This design comes from an exercise in tuning for small area on the open sky130 flow, not from production work.
Only simulation tests tie the RTL to the original design; equivalence was not proved.
The clock port is modelled as an ideal driver, which makes a skipped or thinned clock tree look cheaper than it is; a real chip needs a root buffer or a tree.
Power figures rest on the tool's default switching activity, not on a simulated workload.

Setup of juniper:
## led_show
module led_show(
    input clk,
    input rst,  
    output red,
    output green,
    output blue
);
Size in the first run: ~0.0021 mm2 of cells after synthesis.
Settings: LEC_CHECK=0, CAP_MARGIN=20, CORE_MARGIN=2, CORE_UTILIZATION=40, SLEW_MARGIN=20; clock period 20.0 ns.
standard.sh (not shown) runs the stock make flow with config.mk's settings and CLKGATE_MAP_FILE= SYNTH_SCRIPT=/design/flow/synth_recipe.tcl, a recipe that flattens the netlist after the stock synthesis.
==> flow/flow/run.sh <==
#!/bin/bash
# Own layout flow: the standard ORFS flow (standard.sh) with
#  - synthesis through flow/synth.tcl: synth_recipe.tcl unchanged, but ABC maps
#    with several area-oriented scripts and the smallest result is kept, and
#    adders are left to ABC (no ha/fa extraction);
#  - port buffers of the smallest buffer (buf_1);
#  - a one-level clock tree: flow/clock_pre.tcl gives each group of
#    flip-flops (by register) a clock buffer fed by the clock port, before
#    placement; flow/cts_pre.tcl then skips TritonCTS.
# Each tool's full output is in orfs/logs/ (ORFS's per-step logs) and make.log.
set -euo pipefail
W=$PWD
F=$W/flow
bash "$W/standard.sh" \
  "SYNTH_SCRIPT=$F/synth.tcl" \
  "ADDER_MAP_FILE=" \
  "BUFFER_PORTS_ARGS=-buffer_cell sky130_fd_sc_hd__buf_1" \
  "POST_FLOORPLAN_TCL=$F/clock_pre.tcl" \
  "PRE_CTS_TCL=$F/cts_pre.tcl" \
  finish > "$W/make.log" 2>&1
==> flow/flow/clock_pre.tcl <==
# Clock buffers, inserted after floorplanning so that placement pulls each
# group of flip-flops to its buffer. Each group (by register name) gets one
# clock buffer driven by the clock port; TritonCTS is skipped later
# (cts_pre.tcl). The buffers are marked dont-touch so that the placement
# step's buffer removal keeps them.
set own_groups {
  {sky130_fd_sc_hd__clkbuf_8 {c ph pend}}
  {sky130_fd_sc_hd__clkbuf_8 {s up d0f d0b}}
  {sky130_fd_sc_hd__clkbuf_8 {r q}}
}
set block [ord::get_db_block]
set clknet [[$block findBTerm clk] getNet]
set sinks [$clknet getITerms]
set gi 0
set placed 0
foreach grp $own_groups {
  lassign $grp cell names
  set master [[ord::get_db] findMaster $cell]
  set inst [odb::dbInst_create $block $master "clkbuf_own_$gi"]
  set net [odb::dbNet_create $block "clknet_own_$gi"]
  $net setSigType CLOCK
  [$inst findITerm A] connect $clknet
  [$inst findITerm X] connect $net
  foreach it $sinks {
    set base [regsub {(\[[0-9]+\])?\$.*$} [[$it getInst] getName] ""]
    if { [lsearch -exact $names $base] >= 0 } {
      $it disconnect
      $it connect $net
      incr placed
    }
  }
  $inst setDoNotTouch 1
  incr gi
}
if { $placed != [llength $sinks] } {
  error "clock_pre.tcl: grouped $placed of [llength $sinks] clock sinks"
}
puts "own clock tree: $gi buffers for $placed sinks"
Other scripts of this flow, unchanged in this note and not shown: flow/flow/cts_pre.tcl, flow/flow/synth.tcl
floorplan (2_1_floorplan): juniper exited with error
For amber, these inputs were changed with respect to juniper:
Settings: PLACE_DENSITY: unset -> 0.85.
diff --git a/flow/flow/clock_pre.tcl b/flow/flow/clock_pre.tcl
--- a/flow/flow/clock_pre.tcl
+++ b/flow/flow/clock_pre.tcl
@@ -24,3 +24,3 @@
   foreach it $sinks {
-    set base [regsub {(\[[0-9]+\])?\$.*$} [[$it getInst] getName] ""]
+    set base [regsub {[\\\[$].*$} [[$it getInst] getName] ""]
     if { [lsearch -exact $names $base] >= 0 } {
Results
amber finished end to end and its layout was clean on timing, DRC and antenna.
amber -> juniper: async set-or-reset flop fraction in the synthesized netlist delta 0, exact match
Compared with juniper, in amber compound-gate portion of the synthesized area barely changed; simple logic cell fraction of the synthesized area essentially unchanged; netlist area before placement level; count of standard-cell rows about even; sequential area share after synthesis level.
Going from juniper to amber, starting utilization of the core area did not really move, synthesized cell count saw little to no change, synthesized area per cell shows no meaningful change.
Comparing amber with juniper, the area share of xor/xnor cells in the synthesized design came out essentially unchanged.
Inputs modified between amber and harbor:
Settings: removing PLACE_DENSITY (formerly 0.85).
diff --git a/flow/flow/clock_pre.tcl b/flow/flow/clock_pre.tcl
--- a/flow/flow/clock_pre.tcl
+++ b/flow/flow/clock_pre.tcl
@@ -19,2 +19,3 @@
   set inst [odb::dbInst_create $block $master "clkbuf_own_$gi"]
+  $inst setDoNotTouch 1
   set net [odb::dbNet_create $block "clknet_own_$gi"]
@@ -24,3 +25,3 @@
   foreach it $sinks {
-    set base [regsub {[\\\[$].*$} [[$it getInst] getName] ""]
+    set base [regsub {(\[[0-9]+\])?\$.*$} [[$it getInst] getName] ""]
     if { [lsearch -exact $names $base] >= 0 } {
@@ -31,3 +32,2 @@
   }
-  $inst setDoNotTouch 1
   incr gi
Findings:
- Tool error ODB-0369 stopped harbor during floorplan (2_1_floorplan); no final results.
- Die outline width: amber vs harbor identical
- Compared with amber, in harbor xor and xnor fraction of the mapped netlist area barely changed; total of flip-flops plus latches after synthesis barely changed; y dimension of the die barely changed; synthesized area per cell barely changed.
- Changes observed in harbor relative to amber: synthesized cell count barely changed; initial standard-cell utilization of the core essentially unchanged; number of rows in the core area neither gained nor lost much; post-synthesis async set-or-reset flop share closely matched the old numbers; post-synth design cell area neither gained nor lost much.
In amber the design's own scripts or RTL, not TritonCTS, make the clock network.

---

Another version of the RTL of led_show (not shown whole).
For scale: ~260 cells after synthesis, roughly 62 flip-flops, ~5 I/O pins, ~2500 um2 of cells after synthesis.
## led_show
module led_show(
    input clk,
    input rst,  
    output red,
    output green,
    output blue
);
clock: 20.0 ns
lec_check: 0
cap_margin: 0
core_margin: 2
core_utilization: 60
cts_buf_list: sky130_fd_sc_hd__clkbuf_8
cts_cluster_diameter: 500
cts_cluster_size: 64
slew_margin: 0
run.sh (not shown) runs the stock make flow with config.mk's settings and CLKGATE_MAP_FILE= SYNTH_SCRIPT=/design/flow/synth_recipe.tcl, a recipe that flattens the netlist after the stock synthesis.
Stock flow here: none of the scripts above is used.
The starting point produced a clean layout.
Next try:
Settings changed: CAP_MARGIN 0 to 20, CORE_UTILIZATION 60 to 40, CTS_BUF_LIST sky130_fd_sc_hd__clkbuf_8 to unset, CTS_CLUSTER_DIAMETER 500 to unset, CTS_CLUSTER_SIZE 64 to unset, SLEW_MARGIN 0 to 20.
The new run finished clean.
Combinational power stays flat.
Core utilization decreases by 23 points.
Die area grows by 47%.
Setup slack got worse by 0.010 ns.
Sequential cell count is unchanged.
Cell count is higher by 7.7%.
Power decreases by 5.3%.
Cell area hardly moves.
Clock skew climbs by 0.0043 ns.
Wire length rises by 2.6%.
Clock-buffer cell count is lower by 1.
Next try:
Settings changed: CAP_MARGIN 20 to 0, CORE_UTILIZATION 40 to 60, CTS_BUF_LIST set to sky130_fd_sc_hd__clkbuf_4, CTS_CLUSTER_DIAMETER set to 100, CTS_CLUSTER_SIZE set to 30, SLEW_MARGIN 20 to 0.
=> Cell area shrinks by a few percent. Clock-buffer cell count grows by 1. Power shrinks by a few percent. Via count hardly moves. First-iteration DRC count grows by about a fifth. Clock skew grows by 0.0034 ns. Worst setup slack loses 0.074 ns. Synthesized area stays the same. Routed wire length shrinks by a few percent. Sequential cell count does not change.

---

main:
Starting RTL as in the previous note.
==> flow/config.mk <==
export PLATFORM = sky130hd
export DESIGN_NAME = led_show
export DESIGN_NICKNAME = led_show
export VERILOG_FILES = /design/flow/design.v
export SDC_FILE = /design/flow/constraint.sdc
export NUM_CORES = 4
export LEC_CHECK = 0
export CAP_MARGIN = 20
export CORE_MARGIN = 2
export CORE_UTILIZATION = 40
export SLEW_MARGIN = 20
==> flow/constraint.sdc <==
create_clock -name core_clock -period 20.0 [get_ports {clk}]
set_input_delay 4.0000 -clock core_clock [delete_from_list [all_inputs] [get_ports {clk}]]
set_output_delay 4.0000 -clock core_clock [all_outputs]
set_load 0.01 [all_outputs]
standard.sh (not shown) runs the stock make flow with config.mk's settings and CLKGATE_MAP_FILE= SYNTH_SCRIPT=/design/flow/synth_recipe.tcl, a recipe that flattens the netlist after the stock synthesis.
==> flow/flow/run.sh <==
#!/bin/bash
# Own layout flow: the standard ORFS flow (standard.sh) with
#  - synthesis through flow/synth.tcl: synth_recipe.tcl unchanged, but ABC maps
#    with the area-oriented flow/abc_area.script, and adders are left to ABC
#    (no ha/fa extraction);
#  - port buffers of the smallest buffer (buf_1);
#  - a one-level clock tree built by flow/cts_pre.tcl (a few clkbuf cells fed
#    by the clock port, one per group of nearby flip-flops) in place of
#    TritonCTS's H-tree.
# Each tool's full output is in orfs/logs/ (ORFS's per-step logs) and make.log.
set -euo pipefail
W=$PWD
F=$W/flow
bash "$W/standard.sh" \
  "SYNTH_SCRIPT=$F/synth.tcl" \
  "ADDER_MAP_FILE=" \
  "BUFFER_PORTS_ARGS=-buffer_cell sky130_fd_sc_hd__buf_1" \
  "PRE_CTS_TCL=$F/cts_pre.tcl" \
  finish > "$W/make.log" 2>&1
==> flow/flow/cts_pre.tcl <==
# Clock tree: split the clock port's flip-flops into NGROUP groups of
# neighbours (quarters: halves by x, then by y; else slices by x) and give each group one
# clock buffer at its centre, driven by the clock port. TritonCTS is then
# skipped; the rest of ORFS's CTS step (legalisation, timing repair) runs.
set own_buf sky130_fd_sc_hd__clkbuf_8
set own_ngroup 3
set block [ord::get_db_block]
set master [[ord::get_db] findMaster $own_buf]
set clknet [[$block findBTerm clk] getNet]
proc own_x {it} { return [lindex [[$it getInst] getLocation] 0] }
proc own_y {it} { return [lindex [[$it getInst] getLocation] 1] }
proc own_slices {items key n} {
  set s [lsort -command [list apply [list {k a b} {expr {[$k $a] - [$k $b]}}] $key] $items]
  set m [llength $s]
  set out {}
  for {set g 0} {$g < $n} {incr g} {
    lappend out [lrange $s [expr {$g * $m / $n}] [expr {($g + 1) * $m / $n - 1}]]
  }
  return $out
}
set sinks [$clknet getITerms]
if { $own_ngroup == 4 } {
  set groups {}
  foreach half [own_slices $sinks own_x 2] {
    lappend groups {*}[own_slices $half own_y 2]
  }
} else {
  set groups [own_slices $sinks own_x $own_ngroup]
}
set gi 0
foreach grp $groups {
  set inst [odb::dbInst_create $block $master "clkbuf_own_$gi"]
  set net [odb::dbNet_create $block "clknet_own_$gi"]
  $net setSigType CLOCK
  set sx 0
  set sy 0
  foreach it $grp {
    $it disconnect
    $it connect $net
    set sx [expr {$sx + [own_x $it]}]
    set sy [expr {$sy + [own_y $it]}]
  }
  set k [llength $grp]
  $inst setLocation [expr {$sx / $k}] [expr {$sy / $k}]
  $inst setPlacementStatus PLACED
  [$inst findITerm A] connect $clknet
  [$inst findITerm X] connect $net
  incr gi
}
puts "own clock tree: $gi x $own_buf for [llength $sinks] sinks"
set_propagated_clock [all_clocks]
proc clock_tree_synthesis {args} {
  puts "clock_tree_synthesis skipped: clock tree built by cts_pre.tcl"
}
Other scripts of this flow, unchanged in this note and not shown: flow/flow/abc_area.script, flow/flow/synth.tcl
main finished all stages; the layout is clean.
--- input diff main..the feature branch ---
-- flow/flow/cts_pre.tcl --
<<< main, line 5
set own_buf sky130_fd_sc_hd__clkbuf_8
set own_ngroup 3
>>> the feature branch, line 5
set own_buf sky130_fd_sc_hd__clkbuf_16
set own_ngroup 2
### Flow results
Final period utilization delta (main -> the feature branch): insignificant
main → the feature branch: share of power burned in the clock network grew by 2.0 points, post-route worst hold slack held steady, fmax held steady, design area grew by 0.38%, power per cell area grew by about 2.3%.
Summary — fraction of power consumed by combinational cells, the feature branch relative to main: lower, by 0.2 points.
Diff the feature branch..main | combinational power | negligible
Wire length of the first global-routing pass of the feature branch is on par with main.
Per the comparison of the feature branch with main, power increased by 5.4 uW relative to the old numbers; routing usage on met3 down 0.23 points.
No run of this note takes its clock network from TritonCTS; it comes from the design's own scripts or RTL.

---

The RTL this note starts from:
==> flow/design.v <==
module led_show(
    input clk,
    input rst,  
    output red,
    output green,
    output blue
);
reg [9:0]  r;
reg [6:0]  q;
reg [14:0] s;
reg [19:0] c;
reg [1:0]  ph;
reg        pend;
reg [4:0]  up;
reg        d0f;    
reg        d0b;    
wire r_tc  = r[9] & ~r[8] & ~r[7] & r[6] & r[5] & ~r[4] & r[3] & r[2] & r[1] & ~r[0];
wire q_top = q[6] & q[5] & q[2];    
wire s_tc  = s[14] & ~s[13] & ~s[12] & s[11] & ~s[9] & ~s[8] & ~s[6] & s[5] & s[4] & s[3] & s[2] & ~s[1] & ~s[0];
wire c_tc  = ~c[19] & c[17] & c[16] & ~c[15] & c[13] & ~c[12] & ~c[11] & ~c[10] & c[9] & ~c[8] & c[7] & c[6] & ~c[5] & ~c[4] & ~c[3] & ~c[2] & ~c[1] & c[0];
wire ph3   = ph[1] & ~ph[0];
wire ev    = s_tc & ~ph3;
wire r_ld = rst | r_tc | q_top;
wire s_ld = rst | s_tc;
wire c_ld = rst | c_tc | ph3;
always @(posedge clk) begin
    r <= ~({r[8:0], r[9] ^ r[6]} | {10{r_ld}});
    s <= ~({s[13:0], s[14] ^ s[13]} | {15{s_ld}});
    c <= ~({c[18:0], c[19] ^ c[16]} | {20{c_ld}});
    if (rst) q <= 7'd100;
    else if (q_top) q <= 7'd0;
    else if (r_tc) q <= q + 7'd1;
    if (rst) ph <= 2'b10;
    else if (c_tc | ph3) ph <= {ph[0], ~ph[1]};
    if (rst) pend <= 1'b0;
    else pend <= c_tc | (pend & ~ev);
    if (rst) begin
        up <= 5'd0;
        d0f <= 1'b1;
        d0b <= 1'b0;
    end else if (ev) begin
        if (pend) begin
            up <= 5'd1;
            d0f <= 1'b0;
            d0b <= up[0];
        end else begin
            up <= up + 5'd1;
        end
    end
end
wire p0 = ph == 2'b00, p1 = ph == 2'b01, p2 = ph == 2'b11;
wire r0 = pend ? p1 : p0;
wire r1 = pend ? p2 : p1;
wire r2 = pend ? (p0 | ph3) : (p2 | ph3);
wire [5:0] d0 = d0f ? 6'd50 : {5'b01111, d0b};
wire cu = q < {2'b00, up};
wire cd = ~q[6] & ({1'b0, q[5:0]} + {2'b00, up} < {1'b0, d0});
assign red   = (r0 & cd) | (r2 & cu);
assign green = (r0 & cu) | (r1 & cd);
assign blue  = (r1 & cu) | (r2 & cd);
endmodule
==> flow/config.mk <==
export PLATFORM = sky130hd
export DESIGN_NAME = led_show
export DESIGN_NICKNAME = led_show
export VERILOG_FILES = /design/flow/design.v
export SDC_FILE = /design/flow/constraint.sdc
export NUM_CORES = 4
export LEC_CHECK = 0
export CAP_MARGIN = 20
export CORE_MARGIN = 2
export CORE_UTILIZATION = 40
export SLEW_MARGIN = 20
==> flow/constraint.sdc <==
create_clock -name core_clock -period 20.0 [get_ports {clk}]
set_input_delay 4.0000 -clock core_clock [delete_from_list [all_inputs] [get_ports {clk}]]
set_output_delay 4.0000 -clock core_clock [all_outputs]
set_load 0.01 [all_outputs]
==> flow/flow/run.sh <==
#!/bin/bash
# Own layout flow: the standard ORFS flow (standard.sh) with
#  - synthesis through flow/synth.tcl: synth_recipe.tcl unchanged, but ABC maps
#    with several area-oriented scripts and the smallest result is kept, and
#    adders are left to ABC (no ha/fa extraction);
#  - port buffers of the smallest buffer (buf_1);
#  - a one-level clock tree built by flow/cts_pre.tcl (a few clkbuf cells fed
#    by the clock port, one per group of nearby flip-flops) in place of
#    TritonCTS's H-tree.
# Each tool's full output is in orfs/logs/ (ORFS's per-step logs) and make.log.
set -euo pipefail
W=$PWD
F=$W/flow
bash "$W/standard.sh" \
  "SYNTH_SCRIPT=$F/synth.tcl" \
  "ADDER_MAP_FILE=" \
  "BUFFER_PORTS_ARGS=-buffer_cell sky130_fd_sc_hd__buf_1" \
  "PRE_CTS_TCL=$F/cts_pre.tcl" \
  finish > "$W/make.log" 2>&1
==> flow/flow/cts_pre.tcl <==
# Clock tree: split the clock port's flip-flops into NGROUP groups of
# neighbours (quarters: halves by x, then by y; else slices by x) and give each group one
# clock buffer at its centre, driven by the clock port. TritonCTS is then
# skipped; the rest of ORFS's CTS step (legalisation, timing repair) runs.
set own_buf sky130_fd_sc_hd__clkbuf_16
set own_ngroup 2
set block [ord::get_db_block]
set master [[ord::get_db] findMaster $own_buf]
set clknet [[$block findBTerm clk] getNet]
proc own_x {it} { return [lindex [[$it getInst] getLocation] 0] }
proc own_y {it} { return [lindex [[$it getInst] getLocation] 1] }
proc own_slices {items key n} {
  set s [lsort -command [list apply [list {k a b} {expr {[$k $a] - [$k $b]}}] $key] $items]
  set m [llength $s]
  set out {}
  for {set g 0} {$g < $n} {incr g} {
    lappend out [lrange $s [expr {$g * $m / $n}] [expr {($g + 1) * $m / $n - 1}]]
  }
  return $out
}
set sinks [$clknet getITerms]
if { $own_ngroup == 4 } {
  set groups {}
  foreach half [own_slices $sinks own_x 2] {
    lappend groups {*}[own_slices $half own_y 2]
  }
} else {
  set groups [own_slices $sinks own_x $own_ngroup]
}
set gi 0
foreach grp $groups {
  set inst [odb::dbInst_create $block $master "clkbuf_own_$gi"]
  set net [odb::dbNet_create $block "clknet_own_$gi"]
  $net setSigType CLOCK
  set sx 0
  set sy 0
  foreach it $grp {
    $it disconnect
    $it connect $net
    set sx [expr {$sx + [own_x $it]}]
    set sy [expr {$sy + [own_y $it]}]
  }
  set k [llength $grp]
  $inst setLocation [expr {$sx / $k}] [expr {$sy / $k}]
  $inst setPlacementStatus PLACED
  [$inst findITerm A] connect $clknet
  [$inst findITerm X] connect $net
  incr gi
}
puts "own clock tree: $gi x $own_buf for [llength $sinks] sinks"
set_propagated_clock [all_clocks]
proc clock_tree_synthesis {args} {
  puts "clock_tree_synthesis skipped: clock tree built by cts_pre.tcl"
}
==> flow/flow/synth.tcl <==
# synth_recipe.tcl (the standard synthesis) with ABC's mapping changed: each
# ABC script below maps the same logic, and the smallest result (by the
# liberty cell area) is kept. Registers are mapped before ABC runs, so they
# are the standard synthesis's.
set ::own_dir [file dirname [file normalize [info script]]]
set ::own_abc_scripts {
  "strash; &get -n; &st; &dch -f; &nf -R 1000; &put; topo"
  "strash; &get -n; &st; &dch; &nf -R 1000; &put; topo"
  "strash; dch -f; amap; topo"
  "strash; dch -f; map -a; topo"
  "strash; dch -f; map -a; amap; topo"
  "strash; dc2; dch -f; amap; topo"
  "strash; dc2; dch -f; map -a; topo"
  "strash; ifraig; dch -f; map -a; topo"
  "strash; balance; rewrite; refactor; balance; rewrite -z; refactor -z; rewrite -z; balance; dch -f; map -a; topo"
  "strash; balance; rewrite; refactor; balance; rewrite -z; refactor -z; rewrite -z; balance; dch -f; amap; topo"
  "strash; dch -f; map -a; strash; dch -f; map -a; topo"
  "strash; &get -n; &st; &dch -f; &nf -R 1000 -E 100; &put; topo"
}
proc own_area {} {
  set st [tee -q -s result.string stat {*}$::lib_args]
  if { ![regexp {Chip area for module '[^']*': ([0-9.]+)} $st -> area] } {
    error "no area in stat output"
  }
  return $area
}
proc abc {args} {
  set i [lsearch -exact $args -script]
  if { $i < 0 } {
    yosys abc {*}$args
    return
  }
  yosys design -save own_pre_abc
  set best -1
  set best_area 0
  set n 0
  foreach body $::own_abc_scripts {
    set f [file join $::env(OBJECTS_DIR) "own_abc_$n.script"]
    set fh [open $f w]
    puts $fh [join [split $body ";"] "\n"]
    close $fh
    yosys design -load own_pre_abc
    lset args [expr { $i + 1 }] $f
    if { [catch { yosys abc {*}$args } err] } {
      puts "own abc script $n failed: $err"
    } else {
      yosys opt_clean -purge
      set area [own_area]
      puts "own abc script $n: area $area"
      if { $best < 0 || $area < $best_area } {
        set best $n
        set best_area $area
        yosys design -save own_best
      }
    }
    incr n
  }
  if { $best < 0 } {
    error "every ABC script failed"
  }
  yosys design -load own_best
  puts "own abc: kept script $best, area $best_area"
}
source [file join [file dirname $::own_dir] synth_recipe.tcl]
The baseline passed the timing, design-rule and antenna checks.
Change:
--- a/flow/flow/synth.tcl
+++ b/flow/flow/synth.tcl
@@ -38 +38 @@
-    set f [file join $::env(OBJECTS_DIR) "own_abc_$n.script"]
+    set f [file join [pwd] "own_abc_$n.script"]
After rerunning: The new run aborted during synthesis.
Change:
--- a/flow/flow/cts_pre.tcl
+++ b/flow/flow/cts_pre.tcl
@@ -5,2 +5,2 @@
-set own_buf sky130_fd_sc_hd__clkbuf_16
-set own_ngroup 2
+set own_buf sky130_fd_sc_hd__clkbuf_8
+set own_ngroup 3
--- a/flow/flow/synth.tcl
+++ b/flow/flow/synth.tcl
@@ -38 +38 @@
-    set f [file join [pwd] "own_abc_$n.script"]
+    set f [file join $::env(OBJECTS_DIR) "own_abc_$n.script"]
Settings changed: PLACE_DENSITY from default to 0.95.
This time the run finished clean.
The clock cells of the first and third runs of this note come from the design's own scripts or RTL, not from TritonCTS.

## re-timing with driven ports
The flow's constraints put no driver on any port. The routed layouts listed below were extracted and timed again, unchanged, in two steps.
Step 1 assumes that a clkbuf_16 drives the clock port and a buf_2 every other input.
Step 2 times the ports against the registers' clock, not the clock port: input delays grow and output delays shrink by t, the midpoint of the rising clock arrivals with the driver on.
Slacks: ideal / step 1 / step 2; pairs: ideal / step 1.
| run | t, ns | setup WS [ns] | worst hold slack (ns) | latest minus earliest clock arrival (ns) |
|---|---|---|---|---|
| amber | 0.196 | 13.403 / 13.372 / 13.568 | 0.381 / 0.381 / 0.381 | 0.016 / 0.015 |
| the first run of note 2 | 0.360 | 12.523 / 12.495 / 12.855 | 0.381 / 0.381 / 0.381 | 0.007 / 0.006 |
| the second run of note 2 | 0.357 | 12.513 / 12.486 / 12.843 | 0.385 / 0.385 / 0.385 | 0.011 / 0.010 |
| the third run of note 2 | 0.424 | 12.439 / 12.414 / 12.838 | 0.385 / 0.385 / 0.385 | 0.014 / 0.014 |
| main | 0.213 | 13.509 / 13.463 / 13.677 | 0.387 / 0.387 / 0.387 | 0.015 / 0.015 |
| the feature branch | 0.213 | 13.520 / 13.473 / 13.687 | 0.387 / 0.387 / 0.387 | 0.012 / 0.011 |
| the first run of note 4 | 0.212 | 13.503 / 13.456 / 13.669 | 0.389 / 0.389 / 0.389 | 0.007 / 0.007 |
| the third run of note 4 | 0.205 | 13.428 / 13.387 / 13.592 | 0.393 / 0.393 / 0.393 | 0.012 / 0.012 |
After both steps every run listed still meets setup and hold.
